Background: an optimization exercise with open tools, aiming at small area, a short achievable clock period and few clock cycles per item. Do not read the settings as production practice. No functional check of the RTL was part of any run shown here.

## flow/design.v (module list and top-level ports; edited modules follow where they fit)
// module mult32x32_fast: 1862 lines
// module mfa: 4 lines
// module mha: 4 lines
// module mpg: 4 lines
// module mgpa: 4 lines
// module mgpb: 4 lines
// module mga: 3 lines
// module mgb: 3 lines
// module mencm: 10 lines
// module mencm0: 9 lines
// module mmx: 3 lines
// module menc: 4 lines
// module mbpp: 3 lines
module mult32x32_fast (
    input logic clk,
    input logic reset,
    input logic start,
    input logic [31:0] a,
    input logic [31:0] b,
    output logic busy,
    output logic [63:0] product
);
  // ...
==> flow/flow/run.sh <==
#!/bin/bash
# Own layout flow: the standard synthesis and layout (standard.sh), with two changes:
#  - before floorplanning, every combinational cell of the synthesized netlist is set to
#    the smallest drive strength of its footprint (flow/resize.py); registers are untouched,
#    and the layout's repair steps size cells up again where needed;
#  - ports are buffered with buf_2 instead of the default port buffer.
# Each tool's output goes to a log file in this folder.
set -euo pipefail
R=orfs/results/sky130hd/mult32x32_fast/base
export BUFFER_PORTS_ARGS="-buffer_cell sky130_fd_sc_hd__buf_2"
export SETUP_MOVE_SEQUENCE="sizeup,swap"
bash standard.sh synth > synth.log 2>&1
python3 flow/resize.py "$FLOW_HOME/platforms/sky130hd/lib/sky130_fd_sc_hd__tt_025C_1v80.lib" $R/1_2_yosys.v > resize.log 2>&1
touch $R/1_2_yosys.v
bash standard.sh > layout.log 2>&1
==> flow/flow/resize.py <==
#!/usr/bin/env python3
"""Size the combinational cells of the synthesized netlist by the fanout they drive:
each cell gets the variant of its footprint (same function and pins) whose drive suits its
fanout: the smallest for a fanout up to FO1, drive 2 up to FO2, else drive 4.
Flip-flops, latches and tie cells are left as synthesis made them. The layout's own repair
steps size cells again where slew, capacitance or timing need it.
usage: resize.py LIBERTY NETLIST [FO1 FO2]"""
import re, sys, collections
lib, path = sys.argv[1], sys.argv[2]
FO1 = int(sys.argv[3]) if len(sys.argv) > 3 else 5
FO2 = int(sys.argv[4]) if len(sys.argv) > 4 else 12
area, foot, seq, outs = {}, {}, set(), collections.defaultdict(set)
cur = None; pin = None
for line in open(lib):
    m = re.search(r'^\s*cell\s*\(\s*"?(sky130_fd_sc_hd__\w+)"?\s*\)', line)
    if m:
        cur = m.group(1); pin = None; continue
    if cur is None:
        continue
    m = re.search(r'^\s*area\s*:\s*([\d.]+)', line)
    if m: area[cur] = float(m.group(1))
    m = re.search(r'cell_footprint\s*:\s*"([^"]+)"', line)
    if m: foot[cur] = m.group(1)
    if re.search(r'^\s*(ff|latch|statetable)\s*\(', line): seq.add(cur)
    m = re.search(r'^\s*pin\s*\(\s*"?(\w+)"?\s*\)', line)
    if m: pin = m.group(1)
    if pin and re.search(r'direction\s*:\s*"?output', line): outs[cur].add(pin)
fam = collections.defaultdict(list)
for c, f in foot.items():
    if c in seq or "lpflow" in c or "probe" in c or c not in area:
        continue
    fam[f].append(c)
def strength(c):
    m = re.search(r'_(\d+)$', c)
    return int(m.group(1)) if m else 1
for f in fam:
    fam[f].sort(key=lambda c: (strength(c), area[c]))
text = open(path).read()
inst_re = re.compile(r'^(\s*)(sky130_fd_sc_hd__\w+)(\s+)(\S+)(\s*\((.*?)\);)', re.M | re.S)
insts = []
fanout = collections.Counter()
for m in inst_re.finditer(text):
    cell = m.group(2)
    conns = re.findall(r'\.(\w+)\(([^()]*)\)', m.group(6))
    o = [n.strip() for p, n in conns if p in outs.get(cell, ())]
    for p, n in conns:
        if p not in outs.get(cell, ()):
            fanout[n.strip()] += 1
    insts.append((m.start(2), m.end(2), cell, o))
out = []
last = 0
changes = collections.Counter()
for s, e, cell, o in insts:
    new = cell
    if cell not in seq and cell in foot and "conb" not in cell and foot[cell] in fam:
        fo = max([fanout[n] for n in o] + [0])
        want = 0 if fo <= FO1 else (2 if fo <= FO2 else 4)
        vs = fam[foot[cell]]
        ok = [v for v in vs if strength(v) >= want]
        new = ok[0] if ok else vs[-1]
        if want == 0:
            new = min(vs, key=lambda v: area[v])
    out.append(text[last:s]); out.append(new); last = e
    if new != cell: changes[(cell, new)] += 1
out.append(text[last:])
open(path, "w").write("".join(out))
for (a, b), n in sorted(changes.items()):
    print(f"{a} -> {b}: {n}")
==> flow/standard.sh <==
#!/bin/bash
# synth_recipe.tcl (not shown) runs the flow's synth.tcl, then flattens the netlist and writes it again
# the make line also repeats each setting of config.mk as NAME=value (left out here)
make -C /OpenROAD-flow-scripts/flow DESIGN_CONFIG=/design/flow/config.mk WORK_HOME=/design/flow/orfs CLKGATE_MAP_FILE= SYNTH_SCRIPT=/design/flow/synth_recipe.tcl "${@:-finish}"
==> flow/config.mk <==
export PLATFORM = sky130hd
export DESIGN_NAME = mult32x32_fast
export DESIGN_NICKNAME = mult32x32_fast
export VERILOG_FILES = /design/flow/design.v
export SDC_FILE = /design/flow/constraint.sdc
export NUM_CORES = 4
export LEC_CHECK = 0
export CAP_MARGIN = 20
export CORE_MARGIN = 2
export CORE_UTILIZATION = 40
export SETUP_SLACK_MARGIN = 3.0
export SLEW_MARGIN = 20
export SYNTH_HIERARCHICAL = 1
export SYNTH_MINIMUM_KEEP_SIZE = 0
export TNS_END_PERCENT = 0
==> flow/constraint.sdc <==
create_clock -name core_clock -period 10.0 [get_ports {clk}]
set_input_delay 2.0000 -clock core_clock [delete_from_list [all_inputs] [get_ports {clk}]]
set_output_delay 2.0000 -clock core_clock [all_outputs]
set_load 0.01 [all_outputs]
==> flow_summary.toml, run 1 <==
[routing]
highest-signal-layer = "met5"
drt_iter0_markers = 1415
wl_met1_um = 26870
drc = 0

[final_layout]
largest_reg_flops = 48
multi_input_area_um2 = 17490
largestRegisters = "H x48, L x16"
multi_input_cells = 1700
biggestCellCategory = "multi-input combinational cells"
clk_share = 0.01411
final_cell_area_um2 = 21460

[critical_path]
arrival_ns = 7.06
slowest_delay_ns = 0.57

[timing]
period_needed_ns = 6.969
skew_ns = 0.01705

[global_route]
antenna_found_initial = 3
use_met3 = 0.02724
met2_usage = 0.4915

[min_path]
min_from = "H[0]"
holdPathStages = 0

[status]
status = "complete, no violations"

[placed_design]
dpl_cell_area_um2 = 18990

[cts]
cts_root_buffer = "clkbuf_16"
cts.repair.resized = 236

[die]
initial_core_util = 0.4073

[yosys]
synth_warnings = 7
==> inputs of run 2 (changes only) <==
--- a/flow/design.v
+++ b/flow/design.v
@@ -636,3 +636,3 @@
 wire s5, c6;
-mfa us5 (.x(acc[2]), .y(neg1), .z(c4), .s(s5), .c(c6));
+mfa us5 (.x(c4), .y(neg1), .z(acc[2]), .s(s5), .c(c6));
 wire s7, c8;
@@ -640,3 +640,3 @@
 wire s9, c10;
-mfa us9 (.x(acc[3]), .y(c6), .z(pp0_3), .s(s9), .c(c10));
+mfa us9 (.x(pp0_3), .y(c6), .z(acc[3]), .s(s9), .c(c10));
 wire s11, c12;
@@ -644,5 +644,5 @@
 wire s13, c14;
-mfa us13 (.x(acc[4]), .y(neg2), .z(pp0_4), .s(s13), .c(c14));
+mfa us13 (.x(pp0_4), .y(neg2), .z(acc[4]), .s(s13), .c(c14));
 wire s15, c16;
-mfa us15 (.x(pp1_2), .y(pp2_0), .z(c10), .s(s15), .c(c16));
+mfa us15 (.x(c10), .y(pp2_0), .z(pp1_2), .s(s15), .c(c16));
 wire s17, c18;
@@ -650,5 +650,5 @@
 wire s19, c20;
-mfa us19 (.x(acc[5]), .y(pp0_5), .z(pp1_3), .s(s19), .c(c20));
+mfa us19 (.x(pp1_3), .y(pp0_5), .z(acc[5]), .s(s19), .c(c20));
 wire s21, c22;
-mfa us21 (.x(pp2_1), .y(c14), .z(s19), .s(s21), .c(c22));
+mfa us21 (.x(s19), .y(c14), .z(pp2_1), .s(s21), .c(c22));
 wire s23, c24;
@@ -656,7 +656,7 @@
 wire s25, c26;
-mfa us25 (.x(acc[6]), .y(neg3), .z(pp0_6), .s(s25), .c(c26));
+mfa us25 (.x(pp0_6), .y(neg3), .z(acc[6]), .s(s25), .c(c26));
 wire s27, c28;
-mfa us27 (.x(pp1_4), .y(pp2_2), .z(pp3_0), .s(s27), .c(c28));
+mfa us27 (.x(pp3_0), .y(pp2_2), .z(pp1_4), .s(s27), .c(c28));
 wire s29, c30;
-mfa us29 (.x(c20), .y(s25), .z(s27), .s(s29), .c(c30));
+mfa us29 (.x(s27), .y(s25), .z(c20), .s(s29), .c(c30));
 wire s31, c32;
@@ -664,7 +664,7 @@
 wire s33, c34;
-mfa us33 (.x(acc[7]), .y(pp0_7), .z(pp1_5), .s(s33), .c(c34));
+mfa us33 (.x(pp1_5), .y(pp0_7), .z(acc[7]), .s(s33), .c(c34));
 wire s35, c36;
-mfa us35 (.x(pp2_3), .y(pp3_1), .z(c26), .s(s35), .c(c36));
+mfa us35 (.x(c26), .y(pp3_1), .z(pp2_3), .s(s35), .c(c36));
 wire s37, c38;
-mfa us37 (.x(c28), .y(s33), .z(s35), .s(s37), .c(c38));
+mfa us37 (.x(s35), .y(s33), .z(c28), .s(s37), .c(c38));
 wire s39, c40;
@@ -672,9 +672,9 @@
 wire s41, c42;
-mfa us41 (.x(acc[8]), .y(neg4), .z(pp0_8), .s(s41), .c(c42));
+mfa us41 (.x(pp0_8), .y(neg4), .z(acc[8]), .s(s41), .c(c42));
 wire s43, c44;
-mfa us43 (.x(pp1_6), .y(pp2_4), .z(pp3_2), .s(s43), .c(c44));
+mfa us43 (.x(pp3_2), .y(pp2_4), .z(pp1_6), .s(s43), .c(c44));
 wire s45, c46;
-mfa us45 (.x(pp4_0), .y(c34), .z(s41), .s(s45), .c(c46));
+mfa us45 (.x(s41), .y(c34), .z(pp4_0), .s(s45), .c(c46));
 wire s47, c48;
-mfa us47 (.x(s43), .y(c36), .z(s45), .s(s47), .c(c48));
+mfa us47 (.x(s45), .y(c36), .z(s43), .s(s47), .c(c48));
 wire s49, c50;
@@ -682,9 +682,9 @@
 wire s51, c52;
-mfa us51 (.x(acc[9]), .y(pp0_9), .z(pp1_7), .s(s51), .c(c52));
+mfa us51 (.x(pp1_7), .y(pp0_9), .z(acc[9]), .s(s51), .c(c52));
 wire s53, c54;
-mfa us53 (.x(pp2_5), .y(pp3_3), .z(pp4_1), .s(s53), .c(c54));
+mfa us53 (.x(pp4_1), .y(pp3_3), .z(pp2_5), .s(s53), .c(c54));
 wire s55, c56;
-mfa us55 (.x(c42), .y(c44), .z(s51), .s(s55), .c(c56));
+mfa us55 (.x(s51), .y(c44), .z(c42), .s(s55), .c(c56));
 wire s57, c58;
-mfa us57 (.x(s53), .y(c46), .z(s55), .s(s57), .c(c58));
+mfa us57 (.x(s55), .y(c46), .z(s53), .s(s57), .c(c58));
 wire s59, c60;
@@ -692,11 +692,11 @@
 wire s61, c62;
-mfa us61 (.x(acc[10]), .y(neg5), .z(pp0_10), .s(s61), .c(c62));
+mfa us61 (.x(pp0_10), .y(neg5), .z(acc[10]), .s(s61), .c(c62));
 wire s63, c64;
-mfa us63 (.x(pp1_8), .y(pp2_6), .z(pp3_4), .s(s63), .c(c64));
+mfa us63 (.x(pp3_4), .y(pp2_6), .z(pp1_8), .s(s63), .c(c64));
 wire s65, c66;
-mfa us65 (.x(pp4_2), .y(pp5_0), .z(c52), .s(s65), .c(c66));
+mfa us65 (.x(c52), .y(pp5_0), .z(pp4_2), .s(s65), .c(c66));
 wire s67, c68;
-mfa us67 (.x(c54), .y(s61), .z(s63), .s(s67), .c(c68));
+mfa us67 (.x(s63), .y(s61), .z(c54), .s(s67), .c(c68));
 wire s69, c70;
-mfa us69 (.x(s65), .y(c56), .z(s67), .s(s69), .c(c70));
+mfa us69 (.x(s67), .y(c56), .z(s65), .s(s69), .c(c70));
 wire s71, c72;
@@ -704,11 +704,11 @@
 wire s73, c74;
-mfa us73 (.x(acc[11]), .y(pp0_11), .z(pp1_9), .s(s73), .c(c74));
+mfa us73 (.x(pp1_9), .y(pp0_11), .z(acc[11]), .s(s73), .c(c74));
 wire s75, c76;
-mfa us75 (.x(pp2_7), .y(pp3_5), .z(pp4_3), .s(s75), .c(c76));
+mfa us75 (.x(pp4_3), .y(pp3_5), .z(pp2_7), .s(s75), .c(c76));
 wire s77, c78;
-mfa us77 (.x(pp5_1), .y(c62), .z(c64), .s(s77), .c(c78));
+mfa us77 (.x(c64), .y(c62), .z(pp5_1), .s(s77), .c(c78));
 wire s79, c80;
-mfa us79 (.x(s73), .y(s75), .z(c66), .s(s79), .c(c80));
+mfa us79 (.x(c66), .y(s75), .z(s73), .s(s79), .c(c80));
 wire s81, c82;
-mfa us81 (.x(s77), .y(c68), .z(s79), .s(s81), .c(c82));
+mfa us81 (.x(s79), .y(c68), .z(s77), .s(s81), .c(c82));
 wire s83, c84;
@@ -716,13 +716,13 @@
 wire s85, c86;
-mfa us85 (.x(acc[12]), .y(neg6), .z(pp0_12), .s(s85), .c(c86));
+mfa us85 (.x(pp0_12), .y(neg6), .z(acc[12]), .s(s85), .c(c86));
 wire s87, c88;
-mfa us87 (.x(pp1_10), .y(pp2_8), .z(pp3_6), .s(s87), .c(c88));
+mfa us87 (.x(pp3_6), .y(pp2_8), .z(pp1_10), .s(s87), .c(c88));
 wire s89, c90;
-mfa us89 (.x(pp4_4), .y(pp5_2), .z(pp6_0), .s(s89), .c(c90));
+mfa us89 (.x(pp6_0), .y(pp5_2), .z(pp4_4), .s(s89), .c(c90));
 wire s91, c92;
-mfa us91 (.x(c74), .y(c76), .z(s85), .s(s91), .c(c92));
+mfa us91 (.x(s85), .y(c76), .z(c74), .s(s91), .c(c92));
 wire s93, c94;
-mfa us93 (.x(s87), .y(s89), .z(c78), .s(s93), .c(c94));
+mfa us93 (.x(c78), .y(s89), .z(s87), .s(s93), .c(c94));
 wire s95, c96;
-mfa us95 (.x(s91), .y(c80), .z(s93), .s(s95), .c(c96));
+mfa us95 (.x(s93), .y(c80), .z(s91), .s(s95), .c(c96));
 wire s97, c98;
@@ -730,13 +730,13 @@
 wire s99, c100;
-mfa us99 (.x(acc[13]), .y(pp0_13), .z(pp1_11), .s(s99), .c(c100));
+mfa us99 (.x(pp1_11), .y(pp0_13), .z(acc[13]), .s(s99), .c(c100));
 wire s101, c102;
-mfa us101 (.x(pp2_9), .y(pp3_7), .z(pp4_5), .s(s101), .c(c102));
+mfa us101 (.x(pp4_5), .y(pp3_7), .z(pp2_9), .s(s101), .c(c102));
 wire s103, c104;
-mfa us103 (.x(pp5_3), .y(pp6_1), .z(c86), .s(s103), .c(c104));
+mfa us103 (.x(c86), .y(pp6_1), .z(pp5_3), .s(s103), .c(c104));
 wire s105, c106;
-mfa us105 (.x(c88), .y(c90), .z(s101), .s(s105), .c(c106));
+mfa us105 (.x(s101), .y(c90), .z(c88), .s(s105), .c(c106));
 wire s107, c108;
-mfa us107 (.x(s99), .y(s103), .z(c92), .s(s107), .c(c108));
+mfa us107 (.x(c92), .y(s103), .z(s99), .s(s107), .c(c108));
 wire s109, c110;
-mfa us109 (.x(s105), .y(c94), .z(s107), .s(s109), .c(c110));
+mfa us109 (.x(s107), .y(c94), .z(s105), .s(s109), .c(c110));
 wire s111, c112;
@@ -744,15 +744,15 @@
 wire s113, c114;
-mfa us113 (.x(acc[14]), .y(neg7), .z(pp0_14), .s(s113), .c(c114));
+mfa us113 (.x(pp0_14), .y(neg7), .z(acc[14]), .s(s113), .c(c114));
 wire s115, c116;
-mfa us115 (.x(pp1_12), .y(pp2_10), .z(pp3_8), .s(s115), .c(c116));
+mfa us115 (.x(pp3_8), .y(pp2_10), .z(pp1_12), .s(s115), .c(c116));
 wire s117, c118;
-mfa us117 (.x(pp4_6), .y(pp5_4), .z(pp6_2), .s(s117), .c(c118));
+mfa us117 (.x(pp6_2), .y(pp5_4), .z(pp4_6), .s(s117), .c(c118));
 wire s119, c120;
-mfa us119 (.x(pp7_0), .y(c100), .z(c102), .s(s119), .c(c120));
+mfa us119 (.x(c102), .y(c100), .z(pp7_0), .s(s119), .c(c120));
 wire s121, c122;
-mfa us121 (.x(s113), .y(s115), .z(s117), .s(s121), .c(c122));
+mfa us121 (.x(s117), .y(s115), .z(s113), .s(s121), .c(c122));
 wire s123, c124;
-mfa us123 (.x(c104), .y(s119), .z(c106), .s(s123), .c(c124));
+mfa us123 (.x(c106), .y(s119), .z(c104), .s(s123), .c(c124));
 wire s125, c126;
-mfa us125 (.x(s121), .y(c108), .z(s123), .s(s125), .c(c126));
+mfa us125 (.x(s123), .y(c108), .z(s121), .s(s125), .c(c126));
 wire s127, c128;
@@ -760,15 +760,15 @@
 wire s129, c130;
-mfa us129 (.x(acc[15]), .y(pp0_15), .z(pp1_13), .s(s129), .c(c130));
+mfa us129 (.x(pp1_13), .y(pp0_15), .z(acc[15]), .s(s129), .c(c130));
 wire s131, c132;
-mfa us131 (.x(pp2_11), .y(pp3_9), .z(pp4_7), .s(s131), .c(c132));
+mfa us131 (.x(pp4_7), .y(pp3_9), .z(pp2_11), .s(s131), .c(c132));
 wire s133, c134;
-mfa us133 (.x(pp5_5), .y(pp6_3), .z(pp7_1), .s(s133), .c(c134));
+mfa us133 (.x(pp7_1), .y(pp6_3), .z(pp5_5), .s(s133), .c(c134));
 wire s135, c136;
-mfa us135 (.x(c114), .y(c116), .z(c118), .s(s135), .c(c136));
+mfa us135 (.x(c118), .y(c116), .z(c114), .s(s135), .c(c136));
 wire s137, c138;
-mfa us137 (.x(s129), .y(s131), .z(s133), .s(s137), .c(c138));
+mfa us137 (.x(s133), .y(s131), .z(s129), .s(s137), .c(c138));
 wire s139, c140;
-mfa us139 (.x(c120), .y(s135), .z(c122), .s(s139), .c(c140));
+mfa us139 (.x(c122), .y(s135), .z(c120), .s(s139), .c(c140));
 wire s141, c142;
-mfa us141 (.x(s137), .y(c124), .z(s139), .s(s141), .c(c142));
+mfa us141 (.x(s139), .y(c124), .z(s137), .s(s141), .c(c142));
 wire s143, c144;
@@ -776,303 +776,303 @@
 wire s145, c146;
-mfa us145 (.x(acc[16]), .y(pt0), .z(pp0_16), .s(s145), .c(c146));
+mfa us145 (.x(pp0_16), .y(pt0), .z(acc[16]), .s(s145), .c(c146));
 wire s147, c148;
-mfa us147 (.x(pp1_14), .y(pp2_12), .z(pp3_10), .s(s147), .c(c148));
+mfa us147 (.x(pp3_10), .y(pp2_12), .z(pp1_14), .s(s147), .c(c148));
 wire s149, c150;
-mfa us149 (.x(pp4_8), .y(pp5_6), .z(pp6_4), .s(s149), .c(c150));
+mfa us149 (.x(pp6_4), .y(pp5_6), .z(pp4_8), .s(s149), .c(c150));
 wire s151, c152;
-mfa us151 (.x(pp7_2), .y(c130), .z(c132), .s(s151), .c(c152));
+mfa us151 (.x(c132), .y(c130), .z(pp7_2), .s(s151), .c(c152));
 wire s153, c154;
-mfa us153 (.x(c134), .y(s145), .z(s147), .s(s153), .c(c154));
+mfa us153 (.x(s147), .y(s145), .z(c134), .s(s153), .c(c154));
 wire s155, c156;
-mfa us155 (.x(s149), .y(c136), .z(s151), .s(s155), .c(c156));
+mfa us155 (.x(s151), .y(c136), .z(s149), .s(s155), .c(c156));
 wire s157, c158;
-mfa us157 (.x(c138), .y(s153), .z(c140), .s(s157), .c(c158));
+mfa us157 (.x(c140), .y(s153), .z(c138), .s(s157), .c(c158));
 wire s159, c160;
-mfa us159 (.x(s155), .y(c142), .z(s157), .s(s159), .c(c160));
+mfa us159 (.x(s157), .y(c142), .z(s155), .s(s159), .c(c160));
 wire s161, c162;
-mfa us161 (.x(acc[17]), .y(pt1), .z(pp0_17), .s(s161), .c(c162));
+mfa us161 (.x(pp0_17), .y(pt1), .z(acc[17]), .s(s161), .c(c162));
 wire s163, c164;
-mfa us163 (.x(pp1_15), .y(pp2_13), .z(pp3_11), .s(s163), .c(c164));
+mfa us163 (.x(pp3_11), .y(pp2_13), .z(pp1_15), .s(s163), .c(c164));
 wire s165, c166;
-mfa us165 (.x(pp4_9), .y(pp5_7), .z(pp6_5), .s(s165), .c(c166));
+mfa us165 (.x(pp6_5), .y(pp5_7), .z(pp4_9), .s(s165), .c(c166));
 wire s167, c168;
-mfa us167 (.x(pp7_3), .y(c146), .z(c148), .s(s167), .c(c168));
+mfa us167 (.x(c148), .y(c146), .z(pp7_3), .s(s167), .c(c168));
 wire s169, c170;
-mfa us169 (.x(c150), .y(s161), .z(s163), .s(s169), .c(c170));
+mfa us169 (.x(s163), .y(s161), .z(c150), .s(s169), .c(c170));
 wire s171, c172;
-mfa us171 (.x(s165), .y(c152), .z(s167), .s(s171), .c(c172));
+mfa us171 (.x(s167), .y(c152), .z(s165), .s(s171), .c(c172));
 wire s173, c174;
-mfa us173 (.x(c154), .y(s169), .z(c156), .s(s173), .c(c174));
+mfa us173 (.x(c156), .y(s169), .z(c154), .s(s173), .c(c174));
 wire s175, c176;
-mfa us175 (.x(s171), .y(c158), .z(s173), .s(s175), .c(c176));
+mfa us175 (.x(s173), .y(c158), .z(s171), .s(s175), .c(c176));
 wire s177, c178;
-mfa us177 (.x(acc[18]), .y(pt2), .z(pp0_18), .s(s177), .c(c178));
+mfa us177 (.x(pp0_18), .y(pt2), .z(acc[18]), .s(s177), .c(c178));
 wire s179, c180;
-mfa us179 (.x(pp1_16), .y(pp2_14), .z(pp3_12), .s(s179), .c(c180));
+mfa us179 (.x(pp3_12), .y(pp2_14), .z(pp1_16), .s(s179), .c(c180));
 wire s181, c182;
-mfa us181 (.x(pp4_10), .y(pp5_8), .z(pp6_6), .s(s181), .c(c182));
+mfa us181 (.x(pp6_6), .y(pp5_8), .z(pp4_10), .s(s181), .c(c182));
 wire s183, c184;
-mfa us183 (.x(pp7_4), .y(c162), .z(c164), .s(s183), .c(c184));
+mfa us183 (.x(c164), .y(c162), .z(pp7_4), .s(s183), .c(c184));
 wire s185, c186;
-mfa us185 (.x(c166), .y(s177), .z(s179), .s(s185), .c(c186));
+mfa us185 (.x(s179), .y(s177), .z(c166), .s(s185), .c(c186));
 wire s187, c188;
-mfa us187 (.x(s181), .y(c168), .z(s183), .s(s187), .c(c188));
+mfa us187 (.x(s183), .y(c168), .z(s181), .s(s187), .c(c188));
 wire s189, c190;
-mfa us189 (.x(c170), .y(s185), .z(c172), .s(s189), .c(c190));
+mfa us189 (.x(c172), .y(s185), .z(c170), .s(s189), .c(c190));
 wire s191, c192;
-mfa us191 (.x(s187), .y(c174), .z(s189), .s(s191), .c(c192));
+mfa us191 (.x(s189), .y(c174), .z(s187), .s(s191), .c(c192));
 wire s193, c194;
-mfa us193 (.x(acc[19]), .y(pt3), .z(pp0_19), .s(s193), .c(c194));
+mfa us193 (.x(pp0_19), .y(pt3), .z(acc[19]), .s(s193), .c(c194));
 wire s195, c196;
-mfa us195 (.x(pp1_17), .y(pp2_15), .z(pp3_13), .s(s195), .c(c196));
+mfa us195 (.x(pp3_13), .y(pp2_15), .z(pp1_17), .s(s195), .c(c196));
 wire s197, c198;
-mfa us197 (.x(pp4_11), .y(pp5_9), .z(pp6_7), .s(s197), .c(c198));
+mfa us197 (.x(pp6_7), .y(pp5_9), .z(pp4_11), .s(s197), .c(c198));
 wire s199, c200;
-mfa us199 (.x(pp7_5), .y(c178), .z(c180), .s(s199), .c(c200));
+mfa us199 (.x(c180), .y(c178), .z(pp7_5), .s(s199), .c(c200));
 wire s201, c202;
-mfa us201 (.x(c182), .y(s193), .z(s195), .s(s201), .c(c202));
+mfa us201 (.x(s195), .y(s193), .z(c182), .s(s201), .c(c202));
 wire s203, c204;
-mfa us203 (.x(s197), .y(c184), .z(s199), .s(s203), .c(c204));
+mfa us203 (.x(s199), .y(c184), .z(s197), .s(s203), .c(c204));
 wire s205, c206;
-mfa us205 (.x(c186), .y(s201), .z(c188), .s(s205), .c(c206));
+mfa us205 (.x(c188), .y(s201), .z(c186), .s(s205), .c(c206));
 wire s207, c208;
-mfa us207 (.x(s203), .y(c190), .z(s205), .s(s207), .c(c208));
+mfa us207 (.x(s205), .y(c190), .z(s203), .s(s207), .c(c208));
 wire s209, c210;
-mfa us209 (.x(acc[20]), .y(pt4), .z(pp0_20), .s(s209), .c(c210));
+mfa us209 (.x(pp0_20), .y(pt4), .z(acc[20]), .s(s209), .c(c210));
 wire s211, c212;
-mfa us211 (.x(pp1_18), .y(pp2_16), .z(pp3_14), .s(s211), .c(c212));
+mfa us211 (.x(pp3_14), .y(pp2_16), .z(pp1_18), .s(s211), .c(c212));
 wire s213, c214;
-mfa us213 (.x(pp4_12), .y(pp5_10), .z(pp6_8), .s(s213), .c(c214));
+mfa us213 (.x(pp6_8), .y(pp5_10), .z(pp4_12), .s(s213), .c(c214));
 wire s215, c216;
-mfa us215 (.x(pp7_6), .y(c194), .z(c196), .s(s215), .c(c216));
+mfa us215 (.x(c196), .y(c194), .z(pp7_6), .s(s215), .c(c216));
 wire s217, c218;
-mfa us217 (.x(c198), .y(s209), .z(s211), .s(s217), .c(c218));
+mfa us217 (.x(s211), .y(s209), .z(c198), .s(s217), .c(c218));
 wire s219, c220;
-mfa us219 (.x(s213), .y(c200), .z(s215), .s(s219), .c(c220));
+mfa us219 (.x(s215), .y(c200), .z(s213), .s(s219), .c(c220));
 wire s221, c222;
-mfa us221 (.x(c202), .y(s217), .z(c204), .s(s221), .c(c222));
+mfa us221 (.x(c204), .y(s217), .z(c202), .s(s221), .c(c222));
 wire s223, c224;
-mfa us223 (.x(s219), .y(c206), .z(s221), .s(s223), .c(c224));
+mfa us223 (.x(s221), .y(c206), .z(s219), .s(s223), .c(c224));
 wire s225, c226;
-mfa us225 (.x(acc[21]), .y(pt5), .z(pp0_21), .s(s225), .c(c226));
+mfa us225 (.x(pp0_21), .y(pt5), .z(acc[21]), .s(s225), .c(c226));
 wire s227, c228;
-mfa us227 (.x(pp1_19), .y(pp2_17), .z(pp3_15), .s(s227), .c(c228));
+mfa us227 (.x(pp3_15), .y(pp2_17), .z(pp1_19), .s(s227), .c(c228));
 wire s229, c230;
-mfa us229 (.x(pp4_13), .y(pp5_11), .z(pp6_9), .s(s229), .c(c230));
+mfa us229 (.x(pp6_9), .y(pp5_11), .z(pp4_13), .s(s229), .c(c230));
 wire s231, c232;
-mfa us231 (.x(pp7_7), .y(c210), .z(c212), .s(s231), .c(c232));
+mfa us231 (.x(c212), .y(c210), .z(pp7_7), .s(s231), .c(c232));
 wire s233, c234;
-mfa us233 (.x(c214), .y(s225), .z(s227), .s(s233), .c(c234));
+mfa us233 (.x(s227), .y(s225), .z(c214), .s(s233), .c(c234));
 wire s235, c236;
-mfa us235 (.x(s229), .y(c216), .z(s231), .s(s235), .c(c236));
+mfa us235 (.x(s231), .y(c216), .z(s229), .s(s235), .c(c236));
 wire s237, c238;
-mfa us237 (.x(c218), .y(s233), .z(c220), .s(s237), .c(c238));
+mfa us237 (.x(c220), .y(s233), .z(c218), .s(s237), .c(c238));
 wire s239, c240;
-mfa us239 (.x(s235), .y(c222), .z(s237), .s(s239), .c(c240));
+mfa us239 (.x(s237), .y(c222), .z(s235), .s(s239), .c(c240));
 wire s241, c242;
-mfa us241 (.x(acc[22]), .y(pt6), .z(pp0_22), .s(s241), .c(c242));
+mfa us241 (.x(pp0_22), .y(pt6), .z(acc[22]), .s(s241), .c(c242));
 wire s243, c244;
-mfa us243 (.x(pp1_20), .y(pp2_18), .z(pp3_16), .s(s243), .c(c244));
+mfa us243 (.x(pp3_16), .y(pp2_18), .z(pp1_20), .s(s243), .c(c244));
 wire s245, c246;
-mfa us245 (.x(pp4_14), .y(pp5_12), .z(pp6_10), .s(s245), .c(c246));
+mfa us245 (.x(pp6_10), .y(pp5_12), .z(pp4_14), .s(s245), .c(c246));
 wire s247, c248;
-mfa us247 (.x(pp7_8), .y(c226), .z(c228), .s(s247), .c(c248));
+mfa us247 (.x(c228), .y(c226), .z(pp7_8), .s(s247), .c(c248));
 wire s249, c250;
-mfa us249 (.x(c230), .y(s241), .z(s243), .s(s249), .c(c250));
+mfa us249 (.x(s243), .y(s241), .z(c230), .s(s249), .c(c250));
 wire s251, c252;
-mfa us251 (.x(s245), .y(c232), .z(s247), .s(s251), .c(c252));
+mfa us251 (.x(s247), .y(c232), .z(s245), .s(s251), .c(c252));
 wire s253, c254;
-mfa us253 (.x(c234), .y(s249), .z(c236), .s(s253), .c(c254));
+mfa us253 (.x(c236), .y(s249), .z(c234), .s(s253), .c(c254));
 wire s255, c256;
-mfa us255 (.x(s251), .y(c238), .z(s253), .s(s255), .c(c256));
+mfa us255 (.x(s253), .y(c238), .z(s251), .s(s255), .c(c256));
 wire s257, c258;
-mfa us257 (.x(acc[23]), .y(pt7), .z(pp0_23), .s(s257), .c(c258));
+mfa us257 (.x(pp0_23), .y(pt7), .z(acc[23]), .s(s257), .c(c258));
 wire s259, c260;
-mfa us259 (.x(pp1_21), .y(pp2_19), .z(pp3_17), .s(s259), .c(c260));
+mfa us259 (.x(pp3_17), .y(pp2_19), .z(pp1_21), .s(s259), .c(c260));
 wire s261, c262;
-mfa us261 (.x(pp4_15), .y(pp5_13), .z(pp6_11), .s(s261), .c(c262));
+mfa us261 (.x(pp6_11), .y(pp5_13), .z(pp4_15), .s(s261), .c(c262));
 wire s263, c264;
-mfa us263 (.x(pp7_9), .y(c242), .z(c244), .s(s263), .c(c264));
+mfa us263 (.x(c244), .y(c242), .z(pp7_9), .s(s263), .c(c264));
 wire s265, c266;
-mfa us265 (.x(c246), .y(s257), .z(s259), .s(s265), .c(c266));
+mfa us265 (.x(s259), .y(s257), .z(c246), .s(s265), .c(c266));
 wire s267, c268;
-mfa us267 (.x(s261), .y(c248), .z(s263), .s(s267), .c(c268));
+mfa us267 (.x(s263), .y(c248), .z(s261), .s(s267), .c(c268));
 wire s269, c270;
-mfa us269 (.x(c250), .y(s265), .z(c252), .s(s269), .c(c270));
+mfa us269 (.x(c252), .y(s265), .z(c250), .s(s269), .c(c270));
 wire s271, c272;
-mfa us271 (.x(s267), .y(c254), .z(s269), .s(s271), .c(c272));
+mfa us271 (.x(s269), .y(c254), .z(s267), .s(s271), .c(c272));
 wire s273, c274;
-mfa us273 (.x(acc[24]), .y(pt8), .z(pp0_24), .s(s273), .c(c274));
+mfa us273 (.x(pp0_24), .y(pt8), .z(acc[24]), .s(s273), .c(c274));
 wire s275, c276;
-mfa us275 (.x(pp1_22), .y(pp2_20), .z(pp3_18), .s(s275), .c(c276));
+mfa us275 (.x(pp3_18), .y(pp2_20), .z(pp1_22), .s(s275), .c(c276));
 wire s277, c278;
-mfa us277 (.x(pp4_16), .y(pp5_14), .z(pp6_12), .s(s277), .c(c278));
+mfa us277 (.x(pp6_12), .y(pp5_14), .z(pp4_16), .s(s277), .c(c278));
 wire s279, c280;
-mfa us279 (.x(pp7_10), .y(c258), .z(c260), .s(s279), .c(c280));
+mfa us279 (.x(c260), .y(c258), .z(pp7_10), .s(s279), .c(c280));
 wire s281, c282;
-mfa us281 (.x(c262), .y(s273), .z(s275), .s(s281), .c(c282));
+mfa us281 (.x(s275), .y(s273), .z(c262), .s(s281), .c(c282));
 wire s283, c284;
-mfa us283 (.x(s277), .y(c264), .z(s279), .s(s283), .c(c284));
+mfa us283 (.x(s279), .y(c264), .z(s277), .s(s283), .c(c284));
 wire s285, c286;
-mfa us285 (.x(c266), .y(s281), .z(c268), .s(s285), .c(c286));
+mfa us285 (.x(c268), .y(s281), .z(c266), .s(s285), .c(c286));
 wire s287, c288;
-mfa us287 (.x(s283), .y(c270), .z(s285), .s(s287), .c(c288));
+mfa us287 (.x(s285), .y(c270), .z(s283), .s(s287), .c(c288));
 wire s289, c290;
-mfa us289 (.x(acc[25]), .y(pt9), .z(pp0_25), .s(s289), .c(c290));
+mfa us289 (.x(pp0_25), .y(pt9), .z(acc[25]), .s(s289), .c(c290));
 wire s291, c292;
-mfa us291 (.x(pp1_23), .y(pp2_21), .z(pp3_19), .s(s291), .c(c292));
+mfa us291 (.x(pp3_19), .y(pp2_21), .z(pp1_23), .s(s291), .c(c292));
 wire s293, c294;
-mfa us293 (.x(pp4_17), .y(pp5_15), .z(pp6_13), .s(s293), .c(c294));
+mfa us293 (.x(pp6_13), .y(pp5_15), .z(pp4_17), .s(s293), .c(c294));
 wire s295, c296;
-mfa us295 (.x(pp7_11), .y(c274), .z(c276), .s(s295), .c(c296));
+mfa us295 (.x(c276), .y(c274), .z(pp7_11), .s(s295), .c(c296));
 wire s297, c298;
-mfa us297 (.x(c278), .y(s289), .z(s291), .s(s297), .c(c298));
+mfa us297 (.x(s291), .y(s289), .z(c278), .s(s297), .c(c298));
 wire s299, c300;
-mfa us299 (.x(s293), .y(c280), .z(s295), .s(s299), .c(c300));
+mfa us299 (.x(s295), .y(c280), .z(s293), .s(s299), .c(c300));
 wire s301, c302;
-mfa us301 (.x(c282), .y(s297), .z(c284), .s(s301), .c(c302));
+mfa us301 (.x(c284), .y(s297), .z(c282), .s(s301), .c(c302));
 wire s303, c304;
-mfa us303 (.x(s299), .y(c286), .z(s301), .s(s303), .c(c304));
+mfa us303 (.x(s301), .y(c286), .z(s299), .s(s303), .c(c304));
 wire s305, c306;
-mfa us305 (.x(acc[26]), .y(pt10), .z(pp0_26), .s(s305), .c(c306));
+mfa us305 (.x(pp0_26), .y(pt10), .z(acc[26]), .s(s305), .c(c306));
 wire s307, c308;
-mfa us307 (.x(pp1_24), .y(pp2_22), .z(pp3_20), .s(s307), .c(c308));
+mfa us307 (.x(pp3_20), .y(pp2_22), .z(pp1_24), .s(s307), .c(c308));
 wire s309, c310;
-mfa us309 (.x(pp4_18), .y(pp5_16), .z(pp6_14), .s(s309), .c(c310));
+mfa us309 (.x(pp6_14), .y(pp5_16), .z(pp4_18), .s(s309), .c(c310));
 wire s311, c312;
-mfa us311 (.x(pp7_12), .y(c290), .z(c292), .s(s311), .c(c312));
+mfa us311 (.x(c292), .y(c290), .z(pp7_12), .s(s311), .c(c312));
 wire s313, c314;
-mfa us313 (.x(c294), .y(s305), .z(s307), .s(s313), .c(c314));
+mfa us313 (.x(s307), .y(s305), .z(c294), .s(s313), .c(c314));
 wire s315, c316;
-mfa us315 (.x(s309), .y(c296), .z(s311), .s(s315), .c(c316));
+mfa us315 (.x(s311), .y(c296), .z(s309), .s(s315), .c(c316));
 wire s317, c318;
-mfa us317 (.x(c298), .y(s313), .z(c300), .s(s317), .c(c318));
+mfa us317 (.x(c300), .y(s313), .z(c298), .s(s317), .c(c318));
 wire s319, c320;
-mfa us319 (.x(s315), .y(c302), .z(s317), .s(s319), .c(c320));
+mfa us319 (.x(s317), .y(c302), .z(s315), .s(s319), .c(c320));
 wire s321, c322;
-mfa us321 (.x(acc[27]), .y(pt11), .z(pp0_27), .s(s321), .c(c322));
+mfa us321 (.x(pp0_27), .y(pt11), .z(acc[27]), .s(s321), .c(c322));
 wire s323, c324;
-mfa us323 (.x(pp1_25), .y(pp2_23), .z(pp3_21), .s(s323), .c(c324));
+mfa us323 (.x(pp3_21), .y(pp2_23), .z(pp1_25), .s(s323), .c(c324));
 wire s325, c326;
-mfa us325 (.x(pp4_19), .y(pp5_17), .z(pp6_15), .s(s325), .c(c326));
+mfa us325 (.x(pp6_15), .y(pp5_17), .z(pp4_19), .s(s325), .c(c326));
 wire s327, c328;
-mfa us327 (.x(pp7_13), .y(c306), .z(c308), .s(s327), .c(c328));
+mfa us327 (.x(c308), .y(c306), .z(pp7_13), .s(s327), .c(c328));
 wire s329, c330;
-mfa us329 (.x(c310), .y(s321), .z(s323), .s(s329), .c(c330));
+mfa us329 (.x(s323), .y(s321), .z(c310), .s(s329), .c(c330));
 wire s331, c332;
-mfa us331 (.x(s325), .y(c312), .z(s327), .s(s331), .c(c332));
+mfa us331 (.x(s327), .y(c312), .z(s325), .s(s331), .c(c332));
 wire s333, c334;
-mfa us333 (.x(c314), .y(s329), .z(c316), .s(s333), .c(c334));
+mfa us333 (.x(c316), .y(s329), .z(c314), .s(s333), .c(c334));
 wire s335, c336;
-mfa us335 (.x(s331), .y(c318), .z(s333), .s(s335), .c(c336));
+mfa us335 (.x(s333), .y(c318), .z(s331), .s(s335), .c(c336));
 wire s337, c338;
-mfa us337 (.x(acc[28]), .y(pt12), .z(pp0_28), .s(s337), .c(c338));
+mfa us337 (.x(pp0_28), .y(pt12), .z(acc[28]), .s(s337), .c(c338));
 wire s339, c340;
-mfa us339 (.x(pp1_26), .y(pp2_24), .z(pp3_22), .s(s339), .c(c340));
+mfa us339 (.x(pp3_22), .y(pp2_24), .z(pp1_26), .s(s339), .c(c340));
 wire s341, c342;
-mfa us341 (.x(pp4_20), .y(pp5_18), .z(pp6_16), .s(s341), .c(c342));
+mfa us341 (.x(pp6_16), .y(pp5_18), .z(pp4_20), .s(s341), .c(c342));
 wire s343, c344;
-mfa us343 (.x(pp7_14), .y(c322), .z(c324), .s(s343), .c(c344));
+mfa us343 (.x(c324), .y(c322), .z(pp7_14), .s(s343), .c(c344));
 wire s345, c346;
-mfa us345 (.x(c326), .y(s337), .z(s339), .s(s345), .c(c346));
+mfa us345 (.x(s339), .y(s337), .z(c326), .s(s345), .c(c346));
 wire s347, c348;
-mfa us347 (.x(s341), .y(c328), .z(s343), .s(s347), .c(c348));
+mfa us347 (.x(s343), .y(c328), .z(s341), .s(s347), .c(c348));
 wire s349, c350;
-mfa us349 (.x(c330), .y(s345), .z(c332), .s(s349), .c(c350));
+mfa us349 (.x(c332), .y(s345), .z(c330), .s(s349), .c(c350));
 wire s351, c352;
-mfa us351 (.x(s347), .y(c334), .z(s349), .s(s351), .c(c352));
+mfa us351 (.x(s349), .y(c334), .z(s347), .s(s351), .c(c352));
 wire s353, c354;
-mfa us353 (.x(acc[29]), .y(pt13), .z(pp0_29), .s(s353), .c(c354));
+mfa us353 (.x(pp0_29), .y(pt13), .z(acc[29]), .s(s353), .c(c354));
 wire s355, c356;
-mfa us355 (.x(pp1_27), .y(pp2_25), .z(pp3_23), .s(s355), .c(c356));
+mfa us355 (.x(pp3_23), .y(pp2_25), .z(pp1_27), .s(s355), .c(c356));
 wire s357, c358;
-mfa us357 (.x(pp4_21), .y(pp5_19), .z(pp6_17), .s(s357), .c(c358));
+mfa us357 (.x(pp6_17), .y(pp5_19), .z(pp4_21), .s(s357), .c(c358));
 wire s359, c360;
-mfa us359 (.x(pp7_15), .y(c338), .z(c340), .s(s359), .c(c360));
+mfa us359 (.x(c340), .y(c338), .z(pp7_15), .s(s359), .c(c360));
 wire s361, c362;
-mfa us361 (.x(c342), .y(s353), .z(s355), .s(s361), .c(c362));
+mfa us361 (.x(s355), .y(s353), .z(c342), .s(s361), .c(c362));
 wire s363, c364;
-mfa us363 (.x(s357), .y(c344), .z(s359), .s(s363), .c(c364));
+mfa us363 (.x(s359), .y(c344), .z(s357), .s(s363), .c(c364));
 wire s365, c366;
-mfa us365 (.x(c346), .y(s361), .z(c348), .s(s365), .c(c366));
+mfa us365 (.x(c348), .y(s361), .z(c346), .s(s365), .c(c366));
 wire s367, c368;
-mfa us367 (.x(s363), .y(c350), .z(s365), .s(s367), .c(c368));
+mfa us367 (.x(s365), .y(c350), .z(s363), .s(s367), .c(c368));
 wire s369, c370;
-mfa us369 (.x(acc[30]), .y(pt14), .z(pp0_30), .s(s369), .c(c370));
+mfa us369 (.x(pp0_30), .y(pt14), .z(acc[30]), .s(s369), .c(c370));
 wire s371, c372;
-mfa us371 (.x(pp1_28), .y(pp2_26), .z(pp3_24), .s(s371), .c(c372));
+mfa us371 (.x(pp3_24), .y(pp2_26), .z(pp1_28), .s(s371), .c(c372));
 wire s373, c374;
-mfa us373 (.x(pp4_22), .y(pp5_20), .z(pp6_18), .s(s373), .c(c374));
+mfa us373 (.x(pp6_18), .y(pp5_20), .z(pp4_22), .s(s373), .c(c374));
 wire s375, c376;
-mfa us375 (.x(pp7_16), .y(c354), .z(c356), .s(s375), .c(c376));
+mfa us375 (.x(c356), .y(c354), .z(pp7_16), .s(s375), .c(c376));
 wire s377, c378;
-mfa us377 (.x(c358), .y(s369), .z(s371), .s(s377), .c(c378));
+mfa us377 (.x(s371), .y(s369), .z(c358), .s(s377), .c(c378));
 wire s379, c380;
-mfa us379 (.x(s373), .y(c360), .z(s375), .s(s379), .c(c380));
+mfa us379 (.x(s375), .y(c360), .z(s373), .s(s379), .c(c380));
 wire s381, c382;
-mfa us381 (.x(c362), .y(s377), .z(c364), .s(s381), .c(c382));
+mfa us381 (.x(c364), .y(s377), .z(c362), .s(s381), .c(c382));
 wire s383, c384;
-mfa us383 (.x(s379), .y(c366), .z(s381), .s(s383), .c(c384));
+mfa us383 (.x(s381), .y(c366), .z(s379), .s(s383), .c(c384));
 wire s385, c386;
-mfa us385 (.x(acc[31]), .y(pt15), .z(pp0_31), .s(s385), .c(c386));
+mfa us385 (.x(pp0_31), .y(pt15), .z(acc[31]), .s(s385), .c(c386));
 wire s387, c388;
-mfa us387 (.x(pp1_29), .y(pp2_27), .z(pp3_25), .s(s387), .c(c388));
+mfa us387 (.x(pp3_25), .y(pp2_27), .z(pp1_29), .s(s387), .c(c388));
 wire s389, c390;
-mfa us389 (.x(pp4_23), .y(pp5_21), .z(pp6_19), .s(s389), .c(c390));
+mfa us389 (.x(pp6_19), .y(pp5_21), .z(pp4_23), .s(s389), .c(c390));
 wire s391, c392;
-mfa us391 (.x(pp7_17), .y(c370), .z(c372), .s(s391), .c(c392));
+mfa us391 (.x(c372), .y(c370), .z(pp7_17), .s(s391), .c(c392));
 wire s393, c394;
-mfa us393 (.x(c374), .y(s385), .z(s387), .s(s393), .c(c394));
+mfa us393 (.x(s387), .y(s385), .z(c374), .s(s393), .c(c394));
 wire s395, c396;
-mfa us395 (.x(s389), .y(c376), .z(s391), .s(s395), .c(c396));
+mfa us395 (.x(s391), .y(c376), .z(s389), .s(s395), .c(c396));
 wire s397, c398;
-mfa us397 (.x(c378), .y(s393), .z(c380), .s(s397), .c(c398));
+mfa us397 (.x(c380), .y(s393), .z(c378), .s(s397), .c(c398));
 wire s399, c400;
-mfa us399 (.x(s395), .y(c382), .z(s397), .s(s399), .c(c400));
+mfa us399 (.x(s397), .y(c382), .z(s395), .s(s399), .c(c400));
 wire s401, c402;
-mfa us401 (.x(pt16), .y(pp0_32), .z(pp1_30), .s(s401), .c(c402));
+mfa us401 (.x(pp1_30), .y(pp0_32), .z(pt16), .s(s401), .c(c402));
 wire s403, c404;
-mfa us403 (.x(pp2_28), .y(pp3_26), .z(pp4_24), .s(s403), .c(c404));
+mfa us403 (.x(pp4_24), .y(pp3_26), .z(pp2_28), .s(s403), .c(c404));
 wire s405, c406;
-mfa us405 (.x(pp5_22), .y(pp6_20), .z(pp7_18), .s(s405), .c(c406));
+mfa us405 (.x(pp7_18), .y(pp6_20), .z(pp5_22), .s(s405), .c(c406));
 wire s407, c408;
-mfa us407 (.x(c386), .y(c388), .z(c390), .s(s407), .c(c408));
+mfa us407 (.x(c390), .y(c388), .z(c386), .s(s407), .c(c408));
 wire s409, c410;
-mfa us409 (.x(s401), .y(s403), .z(s405), .s(s409), .c(c410));
+mfa us409 (.x(s405), .y(s403), .z(s401), .s(s409), .c(c410));
 wire s411, c412;
-mfa us411 (.x(c392), .y(s407), .z(c394), .s(s411), .c(c412));
+mfa us411 (.x(c394), .y(s407), .z(c392), .s(s411), .c(c412));
 wire s413, c414;
-mfa us413 (.x(s409), .y(c396), .z(s411), .s(s413), .c(c414));
+mfa us413 (.x(s411), .y(c396), .z(s409), .s(s413), .c(c414));
 wire s415, c416;
 mha us415 (.x(c398), .y(s413), .s(s415), .c(c416));
-wire s417 = ~(sn0 ^ pt17);
-wire c418 = sn0 | pt17;
+wire s417 = ~(pt17 ^ sn0);
+wire c418 = pt17 | sn0;
 wire s419, c420;
-mfa us419 (.x(s417), .y(pp1_31), .z(pp2_29), .s(s419), .c(c420));
+mfa us419 (.x(pp2_29), .y(pp1_31), .z(s417), .s(s419), .c(c420));
 wire s421, c422;
-mfa us421 (.x(pp3_27), .y(pp4_25), .z(pp5_23), .s(s421), .c(c422));
+mfa us421 (.x(pp5_23), .y(pp4_25), .z(pp3_27), .s(s421), .c(c422));
 wire s423, c424;
-mfa us423 (.x(pp6_21), .y(pp7_19), .z(c402), .s(s423), .c(c424));
+mfa us423 (.x(c402), .y(pp7_19), .z(pp6_21), .s(s423), .c(c424));
 wire s425, c426;
-mfa us425 (.x(c404), .y(c406), .z(s419), .s(s425), .c(c426));
+mfa us425 (.x(s419), .y(c406), .z(c404), .s(s425), .c(c426));
 wire s427, c428;
-mfa us427 (.x(s421), .y(c408), .z(s423), .s(s427), .c(c428));
+mfa us427 (.x(s423), .y(c408), .z(s421), .s(s427), .c(c428));
 wire s429, c430;
-mfa us429 (.x(c410), .y(s425), .z(c412), .s(s429), .c(c430));
+mfa us429 (.x(c412), .y(s425), .z(c410), .s(s429), .c(c430));
 wire s431, c432;
-mfa us431 (.x(s427), .y(c414), .z(s429), .s(s431), .c(c432));
-wire s433 = ~(pt18 ^ c418);
-wire c434 = pt18 | c418;
+mfa us431 (.x(s429), .y(c414), .z(s427), .s(s431), .c(c432));
+wire s433 = ~(c418 ^ pt18);
+wire c434 = c418 | pt18;
 wire s435, c436;
-mfa us435 (.x(pp1_32), .y(pp2_30), .z(pp3_28), .s(s435), .c(c436));
+mfa us435 (.x(pp2_30), .y(pp1_32), .z(s433), .s(s435), .c(c436));
 wire s437, c438;
-mfa us437 (.x(pp4_26), .y(pp5_24), .z(pp6_22), .s(s437), .c(c438));
+mfa us437 (.x(pp5_24), .y(pp4_26), .z(pp3_28), .s(s437), .c(c438));
 wire s439, c440;
-mfa us439 (.x(pp7_20), .y(s433), .z(c420), .s(s439), .c(c440));
+mfa us439 (.x(c420), .y(pp7_20), .z(pp6_22), .s(s439), .c(c440));
 wire s441, c442;
-mfa us441 (.x(c422), .y(s435), .z(s437), .s(s441), .c(c442));
+mfa us441 (.x(s437), .y(s435), .z(c422), .s(s441), .c(c442));
 wire s443, c444;
-mfa us443 (.x(c424), .y(s439), .z(c426), .s(s443), .c(c444));
+mfa us443 (.x(c426), .y(s439), .z(c424), .s(s443), .c(c444));
 wire s445, c446;
-mfa us445 (.x(s441), .y(c428), .z(s443), .s(s445), .c(c446));
+mfa us445 (.x(s443), .y(c428), .z(s441), .s(s445), .c(c446));
 wire s447, c448;
@@ -1080,27 +1080,27 @@
 wire s449, c450;
-mfa us449 (.x(sn1), .y(pt19), .z(pp2_31), .s(s449), .c(c450));
+mfa us449 (.x(c434), .y(pt19), .z(sn1), .s(s449), .c(c450));
 wire s451, c452;
-mfa us451 (.x(pp3_29), .y(pp4_27), .z(pp5_25), .s(s451), .c(c452));
+mfa us451 (.x(pp4_27), .y(pp3_29), .z(pp2_31), .s(s451), .c(c452));
 wire s453, c454;
-mfa us453 (.x(pp6_23), .y(pp7_21), .z(c434), .s(s453), .c(c454));
+mfa us453 (.x(pp7_21), .y(pp6_23), .z(pp5_25), .s(s453), .c(c454));
 wire s455, c456;
-mfa us455 (.x(c436), .y(c438), .z(s449), .s(s455), .c(c456));
+mfa us455 (.x(c438), .y(c436), .z(s449), .s(s455), .c(c456));
 wire s457, c458;
-mfa us457 (.x(s451), .y(s453), .z(c440), .s(s457), .c(c458));
+mfa us457 (.x(c440), .y(s453), .z(s451), .s(s457), .c(c458));
 wire s459, c460;
-mfa us459 (.x(c442), .y(s455), .z(s457), .s(s459), .c(c460));
+mfa us459 (.x(s457), .y(c442), .z(s455), .s(s459), .c(c460));
 wire s461, c462;
-mfa us461 (.x(c444), .y(s459), .z(c446), .s(s461), .c(c462));
-wire s463 = ~(pt20 ^ pp2_32);
-wire c464 = pt20 | pp2_32;
+mfa us461 (.x(c446), .y(s459), .z(c444), .s(s461), .c(c462));
+wire s463 = ~(pp2_32 ^ pt20);
+wire c464 = pp2_32 | pt20;
 wire s465, c466;
-mfa us465 (.x(pp3_30), .y(pp4_28), .z(pp5_26), .s(s465), .c(c466));
+mfa us465 (.x(pp5_26), .y(pp4_28), .z(pp3_30), .s(s465), .c(c466));
 wire s467, c468;
-mfa us467 (.x(pp6_24), .y(pp7_22), .z(c450), .s(s467), .c(c468));
+mfa us467 (.x(c450), .y(pp7_22), .z(pp6_24), .s(s467), .c(c468));
 wire s469, c470;
-mfa us469 (.x(c452), .y(c454), .z(s463), .s(s469), .c(c470));
+mfa us469 (.x(s463), .y(c454), .z(c452), .s(s469), .c(c470));
 wire s471, c472;
-mfa us471 (.x(s465), .y(s467), .z(c456), .s(s471), .c(c472));
+mfa us471 (.x(c456), .y(s467), .z(s465), .s(s471), .c(c472));
 wire s473, c474;
-mfa us473 (.x(s469), .y(c458), .z(s471), .s(s473), .c(c474));
+mfa us473 (.x(s471), .y(c458), .z(s469), .s(s473), .c(c474));
 wire s475, c476;
@@ -1108,23 +1108,23 @@
 wire s477, c478;
-mfa us477 (.x(sn2), .y(pt21), .z(pp3_31), .s(s477), .c(c478));
+mfa us477 (.x(pp3_31), .y(pt21), .z(sn2), .s(s477), .c(c478));
 wire s479, c480;
-mfa us479 (.x(pp4_29), .y(pp5_27), .z(pp6_25), .s(s479), .c(c480));
+mfa us479 (.x(pp6_25), .y(pp5_27), .z(pp4_29), .s(s479), .c(c480));
 wire s481, c482;
-mfa us481 (.x(pp7_23), .y(c464), .z(c466), .s(s481), .c(c482));
+mfa us481 (.x(c466), .y(c464), .z(pp7_23), .s(s481), .c(c482));
 wire s483, c484;
-mfa us483 (.x(s477), .y(s479), .z(c468), .s(s483), .c(c484));
+mfa us483 (.x(c468), .y(s479), .z(s477), .s(s483), .c(c484));
 wire s485, c486;
-mfa us485 (.x(s481), .y(c470), .z(s483), .s(s485), .c(c486));
+mfa us485 (.x(s483), .y(c470), .z(s481), .s(s485), .c(c486));
 wire s487, c488;
-mfa us487 (.x(c472), .y(s485), .z(c474), .s(s487), .c(c488));
-wire s489 = ~(pt22 ^ pp3_32);
-wire c490 = pt22 | pp3_32;
+mfa us487 (.x(c474), .y(s485), .z(c472), .s(s487), .c(c488));
+wire s489 = ~(pp3_32 ^ pt22);
+wire c490 = pp3_32 | pt22;
 wire s491, c492;
-mfa us491 (.x(pp4_30), .y(pp5_28), .z(pp6_26), .s(s491), .c(c492));
+mfa us491 (.x(pp6_26), .y(pp5_28), .z(pp4_30), .s(s491), .c(c492));
 wire s493, c494;
-mfa us493 (.x(pp7_24), .y(c478), .z(c480), .s(s493), .c(c494));
+mfa us493 (.x(c480), .y(c478), .z(pp7_24), .s(s493), .c(c494));
 wire s495, c496;
-mfa us495 (.x(s489), .y(s491), .z(c482), .s(s495), .c(c496));
+mfa us495 (.x(c482), .y(s491), .z(s489), .s(s495), .c(c496));
 wire s497, c498;
-mfa us497 (.x(s493), .y(c484), .z(s495), .s(s497), .c(c498));
+mfa us497 (.x(s495), .y(c484), .z(s493), .s(s497), .c(c498));
 wire s499, c500;
@@ -1132,19 +1132,19 @@
 wire s501, c502;
-mfa us501 (.x(sn3), .y(pt23), .z(pp4_31), .s(s501), .c(c502));
+mfa us501 (.x(pp4_31), .y(pt23), .z(sn3), .s(s501), .c(c502));
 wire s503, c504;
-mfa us503 (.x(pp5_29), .y(pp6_27), .z(pp7_25), .s(s503), .c(c504));
+mfa us503 (.x(pp7_25), .y(pp6_27), .z(pp5_29), .s(s503), .c(c504));
 wire s505, c506;
-mfa us505 (.x(c490), .y(c492), .z(s501), .s(s505), .c(c506));
+mfa us505 (.x(s501), .y(c492), .z(c490), .s(s505), .c(c506));
 wire s507, c508;
-mfa us507 (.x(s503), .y(c494), .z(s505), .s(s507), .c(c508));
+mfa us507 (.x(s505), .y(c494), .z(s503), .s(s507), .c(c508));
 wire s509, c510;
-mfa us509 (.x(c496), .y(s507), .z(c498), .s(s509), .c(c510));
-wire s511 = ~(pt24 ^ pp4_32);
-wire c512 = pt24 | pp4_32;
+mfa us509 (.x(c498), .y(s507), .z(c496), .s(s509), .c(c510));
+wire s511 = ~(pp4_32 ^ pt24);
+wire c512 = pp4_32 | pt24;
 wire s513, c514;
-mfa us513 (.x(pp5_30), .y(pp6_28), .z(pp7_26), .s(s513), .c(c514));
+mfa us513 (.x(pp7_26), .y(pp6_28), .z(pp5_30), .s(s513), .c(c514));
 wire s515, c516;
-mfa us515 (.x(c502), .y(c504), .z(s511), .s(s515), .c(c516));
+mfa us515 (.x(s511), .y(c504), .z(c502), .s(s515), .c(c516));
 wire s517, c518;
-mfa us517 (.x(s513), .y(c506), .z(s515), .s(s517), .c(c518));
+mfa us517 (.x(s515), .y(c506), .z(s513), .s(s517), .c(c518));
 wire s519, c520;
@@ -1152,15 +1152,15 @@
 wire s521, c522;
-mfa us521 (.x(sn4), .y(pt25), .z(pp5_31), .s(s521), .c(c522));
+mfa us521 (.x(pp5_31), .y(pt25), .z(sn4), .s(s521), .c(c522));
 wire s523, c524;
-mfa us523 (.x(pp6_29), .y(pp7_27), .z(c512), .s(s523), .c(c524));
+mfa us523 (.x(c512), .y(pp7_27), .z(pp6_29), .s(s523), .c(c524));
 wire s525, c526;
-mfa us525 (.x(c514), .y(s521), .z(s523), .s(s525), .c(c526));
+mfa us525 (.x(s523), .y(s521), .z(c514), .s(s525), .c(c526));
 wire s527, c528;
-mfa us527 (.x(c516), .y(s525), .z(c518), .s(s527), .c(c528));
-wire s529 = ~(pt26 ^ pp5_32);
-wire c530 = pt26 | pp5_32;
+mfa us527 (.x(c518), .y(s525), .z(c516), .s(s527), .c(c528));
+wire s529 = ~(pp5_32 ^ pt26);
+wire c530 = pp5_32 | pt26;
 wire s531, c532;
-mfa us531 (.x(pp6_30), .y(pp7_28), .z(c522), .s(s531), .c(c532));
+mfa us531 (.x(c522), .y(pp7_28), .z(pp6_30), .s(s531), .c(c532));
 wire s533, c534;
-mfa us533 (.x(s529), .y(c524), .z(s531), .s(s533), .c(c534));
+mfa us533 (.x(s531), .y(c524), .z(s529), .s(s533), .c(c534));
 wire s535, c536;
@@ -1168,11 +1168,11 @@
 wire s537, c538;
-mfa us537 (.x(sn5), .y(pt27), .z(pp6_31), .s(s537), .c(c538));
+mfa us537 (.x(pp6_31), .y(pt27), .z(sn5), .s(s537), .c(c538));
 wire s539, c540;
-mfa us539 (.x(pp7_29), .y(c530), .z(s537), .s(s539), .c(c540));
+mfa us539 (.x(s537), .y(c530), .z(pp7_29), .s(s539), .c(c540));
 wire s541, c542;
-mfa us541 (.x(c532), .y(s539), .z(c534), .s(s541), .c(c542));
-wire s543 = ~(pt28 ^ pp6_32);
-wire c544 = pt28 | pp6_32;
+mfa us541 (.x(c534), .y(s539), .z(c532), .s(s541), .c(c542));
+wire s543 = ~(pp6_32 ^ pt28);
+wire c544 = pp6_32 | pt28;
 wire s545, c546;
-mfa us545 (.x(pp7_30), .y(c538), .z(s543), .s(s545), .c(c546));
+mfa us545 (.x(s543), .y(c538), .z(pp7_30), .s(s545), .c(c546));
 wire s547, c548;
@@ -1180,7 +1180,7 @@
 wire s549, c550;
-mfa us549 (.x(sn6), .y(pt29), .z(pp7_31), .s(s549), .c(c550));
+mfa us549 (.x(pp7_31), .y(pt29), .z(sn6), .s(s549), .c(c550));
 wire s551, c552;
-mfa us551 (.x(c544), .y(s549), .z(c546), .s(s551), .c(c552));
-wire s553 = ~(pt30 ^ pp7_32);
-wire c554 = pt30 | pp7_32;
+mfa us551 (.x(c546), .y(s549), .z(c544), .s(s551), .c(c552));
+wire s553 = ~(pp7_32 ^ pt30);
+wire c554 = pp7_32 | pt30;
 wire s555, c556;
@@ -1188,3 +1188,3 @@
 wire s557, c558;
-mfa us557 (.x(sn7), .y(pt31), .z(c554), .s(s557), .c(c558));
+mfa us557 (.x(c554), .y(pt31), .z(sn7), .s(s557), .c(c558));
 wire [47:0] ra = {c556, s555, c548, s547, c536, s535, c520, s519, c500, s499, c476, s475, c448, s447, c416, s415, c384, c368, c352, c336, c320, c304, c288, c272, c256, c240, c224, c208, c192, c176, c160, c144, c128, c112, c98, c84, s81, c60, c50, s47, s37, c24, s21, s17, s9, pp1_0, s3, s1};
--- a/flow/flow/run.sh
+++ b/flow/flow/run.sh
@@ -10,3 +10,2 @@
 export BUFFER_PORTS_ARGS="-buffer_cell sky130_fd_sc_hd__buf_2"
-export SETUP_MOVE_SEQUENCE="sizeup,swap"
 bash standard.sh synth > synth.log 2>&1
==> flow/flow/resize.py (replaced) <==
#!/usr/bin/env python3
"""Set every combinational cell of the synthesized netlist to the smallest cell of its
footprint (the same function and pins, the lowest drive strength). Flip-flops, latches and
tie cells are left as synthesis made them. The layout's own repair steps size cells up
again where slew, capacitance or timing need it.
usage: resize.py LIBERTY NETLIST"""
import re, sys, collections
lib, path = sys.argv[1], sys.argv[2]
area, foot, seq = {}, {}, set()
cur = None
for line in open(lib):
    m = re.search(r'^\s*cell\s*\(\s*"?(sky130_fd_sc_hd__\w+)"?\s*\)', line)
    if m:
        cur = m.group(1); continue
    if cur is None:
        continue
    m = re.search(r'^\s*area\s*:\s*([\d.]+)', line)
    if m: area[cur] = float(m.group(1))
    m = re.search(r'cell_footprint\s*:\s*"([^"]+)"', line)
    if m: foot[cur] = m.group(1)
    if re.search(r'^\s*(ff|latch|statetable)\s*\(', line): seq.add(cur)
best = {}
for c, f in foot.items():
    if c in seq or "lpflow" in c or "probe" in c or c not in area:
        continue
    if f not in best or area[c] < area[best[f]]:
        best[f] = c
text = open(path).read()
used = collections.Counter(re.findall(r'^\s*(sky130_fd_sc_hd__\w+)\s', text, re.M))
for c, n in sorted(used.items()):
    if c in seq or c not in foot or "conb" in c:
        continue
    b = best.get(foot[c])
    if b and b != c and area[b] < area[c]:
        text = re.sub(r'(^\s*)%s(\s)' % c, r'\g<1>%s\g<2>' % b, text, flags=re.M)
        print(f"{c} -> {b}: {n}")
open(path, "w").write(text)
--- a/flow/config.mk
+++ b/flow/config.mk
@@ -10,3 +10,3 @@
 export CORE_UTILIZATION = 40
-export SETUP_SLACK_MARGIN = 3.0
+export SETUP_SLACK_MARGIN = 2.5
 export SLEW_MARGIN = 20
==> run 2 against run 1 <==
Clock skew is 0.0038 ns higher. Sequential share of layout area rose by 0.96 points. Flip-flop and latch count did not move. Critical path type unchanged. Largest cell class unchanged.
==> flow_summary.toml, run 2 <==
[status]
status = "complete, no violations"

[die]
design.core.area_um2 = 42890
die_x_um = 212.2
io_pins = 132
std_cell_rows = 76
dieArea_um2 = 45020
die_h_um = 212.2
initial_core_util = 0.4042

[cts]
cts_tree = "built"
insertion_delay_ns = 0.35
cts_max_level = 3
cts_sinks = 66
cts_buffer_depth = 2
cts_root_buffer = "clkbuf_16"
post_cts_buffers = 0
clk_pin_slew_ns = 0.06
cts_made_buffers = 9

[final_layout]
nFillCells = 4175
syn_to_final_growth_pct = 12.16
drive_gt1_frac = 0.1120
final_cell_mix = "xnor2_1, a22oi_1, fa_1"
fin_util = 0.4534
multi_input_area_um2 = 15430
final_cells = 2559
largestRegisters = "H x48, L x16"
final_cell_area_um2 = 19440
nNetsFinal = 2362
regArea_um2 = 1981
top_register = "H"
largest_reg_flops = 48
final_common_cell = "xnor2_1"

[routing]
drt-total-wl_um = 64270
num_vias = 15610
drt-pass1-iter-count = 6
drc = 0
wl_per_cell_um = 25.11
drt_iter0_markers = 1688
postRouteAntennaNets = 0
viasPerCell = 6.100

[critical_path]
critical_path_class = "input port to flip-flop"
critPathSlowestCell = "o21ai_2"
critPathCaptureType = "flip-flop"
worst-r2r-cell-count = 15
rrSetupSlack_ns = 2.91
slowest_delay_ns = 0.58
path_max_fanout = 18
cpMostUsedCell = "fa_1"
path_cells = "clkbuf_4, xnor2_1, o21ai_2, a22oi_1, xnor2_1, fa_1, fa_1, fa_1, fa_1, ha_1, ha_1, a21oi_1, o21ai_1, a21oi_1, o21ai_0, a21oi_1, o21ai_1, xor2_1"
rr_startpoint = "busy"
cp_data_required_time_ns = 10.08
arrival_ns = 7.42
r2r_end = "H[22]"
start_kind = "input port"

[placed_design]
dpl_cell_area_um2 = 18860
dp_cells = 2542
dp_hpwl_um = 50170
place_congestion = 0.9884
io_buffers = 131

[min_path]
holdPathStages = 0
whs_endpoint = "L[7]"
min_from = "H[7]"
min_path_type = "flip-flop to flip-flop"

[timing]
setup_viol = 0
tightest_slew_ns = 0.9473
skew_ns = 0.02087
timing.final.crit_share = 0.7342
max_freq_mhz = 136.2
hold_viol = 0
finalSetupTns_ns = 0
maxSlewHeadroom = 0.3642
period_needed_ns = 7.342
rsz0062_at_grt = "yes"
drv_slew = 0

[global_route]
antenna_found_initial = 1
grt_pass1_vias = 16130
grt_max_degree = 79
grt_pass1_wl_um = 98220
grt.overflow.total = 0
grt_usage = 0.2911

[yosys]
avgSynthCellArea_um2 = 9.547
synth_warnings = 7
synthCells = 1816
syn_area_um2 = 17340
synthesis.nets = 2210

[job]
maxCapViolations = 0
## run 2: critical path, delay by kind of cell
kind            cells  cell delay (ns)
fa+ha+maj           6             2.66
compound gates      8             1.98
xor+xnor            3             0.54
buf+inv             1             0.21
## run 2: worst max path at each step
stage	from	end	slack (ns)	cells past startpoint
6_report	b[7]	H[37]	2.66	18
5_1_grt	b[9]	H[38]	2.42	20
4_1_cts	b[1]	H[37]	2.50	18
3_5_place_dp	b[19]	H[37]	1.87	19
3_3_place_gp	b[19]	H[37]	1.91	19
2_1_floorplan	b[2]	H[39]	3.08	18
## run 2: what timing repair did
item | CTS | global route
pin swaps | 0 | 1
gates resized for setup | 15 | 44
hold buffers | 0 | 0
endpoints found under the setup margin | 27 | 30
## run 2: layout make-up
cell class / instances / area share
Tap cell: 585 / 0.03764
Antenna cell: 1 / 0.0001287
Clock inverter: 6 / 0.004569
Multi-Input combinational cell: 1700 / 0.7937
Sequential cell: 66 / 0.1019
Inverter: 38 / 0.007335
Timing Repair Buffer: 153 / 0.04298
Clock buffer: 10 / 0.01178
## run 2: metrics by stage
stage | hold WS (ns) | setup WS (ns)
finish | 0.4743 | 2.658
global route | 0.4933 | 2.423
CTS | 0.4744 | 2.500
detailed placement | 0.4659 | 1.873
global placement | 0.4592 | 1.912
floorplan | 0.4381 | 3.079
## run 2: per-layer routing
layer / wire (um) / GRT usage / vias up
li1: - / - / 6847
met2: 29820 / 0.4728 / 806
met4: 3677 / 0.1525 / 0
met3: 4176 / 0.03191 / 173
met5: 0 / 0 / -
met1: 26590 / 0.3835 / 7784

-- static timing again, ports no longer ideal --
Ports are ideal in the flow. The routed layouts listed here were re-timed in OpenROAD.
Step 1: set_driving_cell puts a clkbuf_16 on clk and a buf_2 on each other input, an assumption about the parent block.
Step 2 times the ports against the registers' clock, not the clock port: input delays grow and output delays shrink by t, the midpoint of the rising clock arrivals with the driver on.
Three values: ideal, step 1, step 2; two values: the first two.
run | t, ns | setup WS [ns] | worst setup path after step 2 | latest minus earliest clock arrival (ns) | worst slew at a driven data input, ns
run 1 | 0.389 | 3.031 / 3.058 / 2.670 | input to register | 0.017 / 0.017 | 0.04
run 2 | 0.391 | 2.658 / 2.681 / 2.291 | input to register | 0.021 / 0.021 | 0.04
After both steps setup and hold are still met in every run listed. For run 2, which loses most, drivers alone change the setup slack by +0.023 ns; drivers and shift together by -0.367 ns.
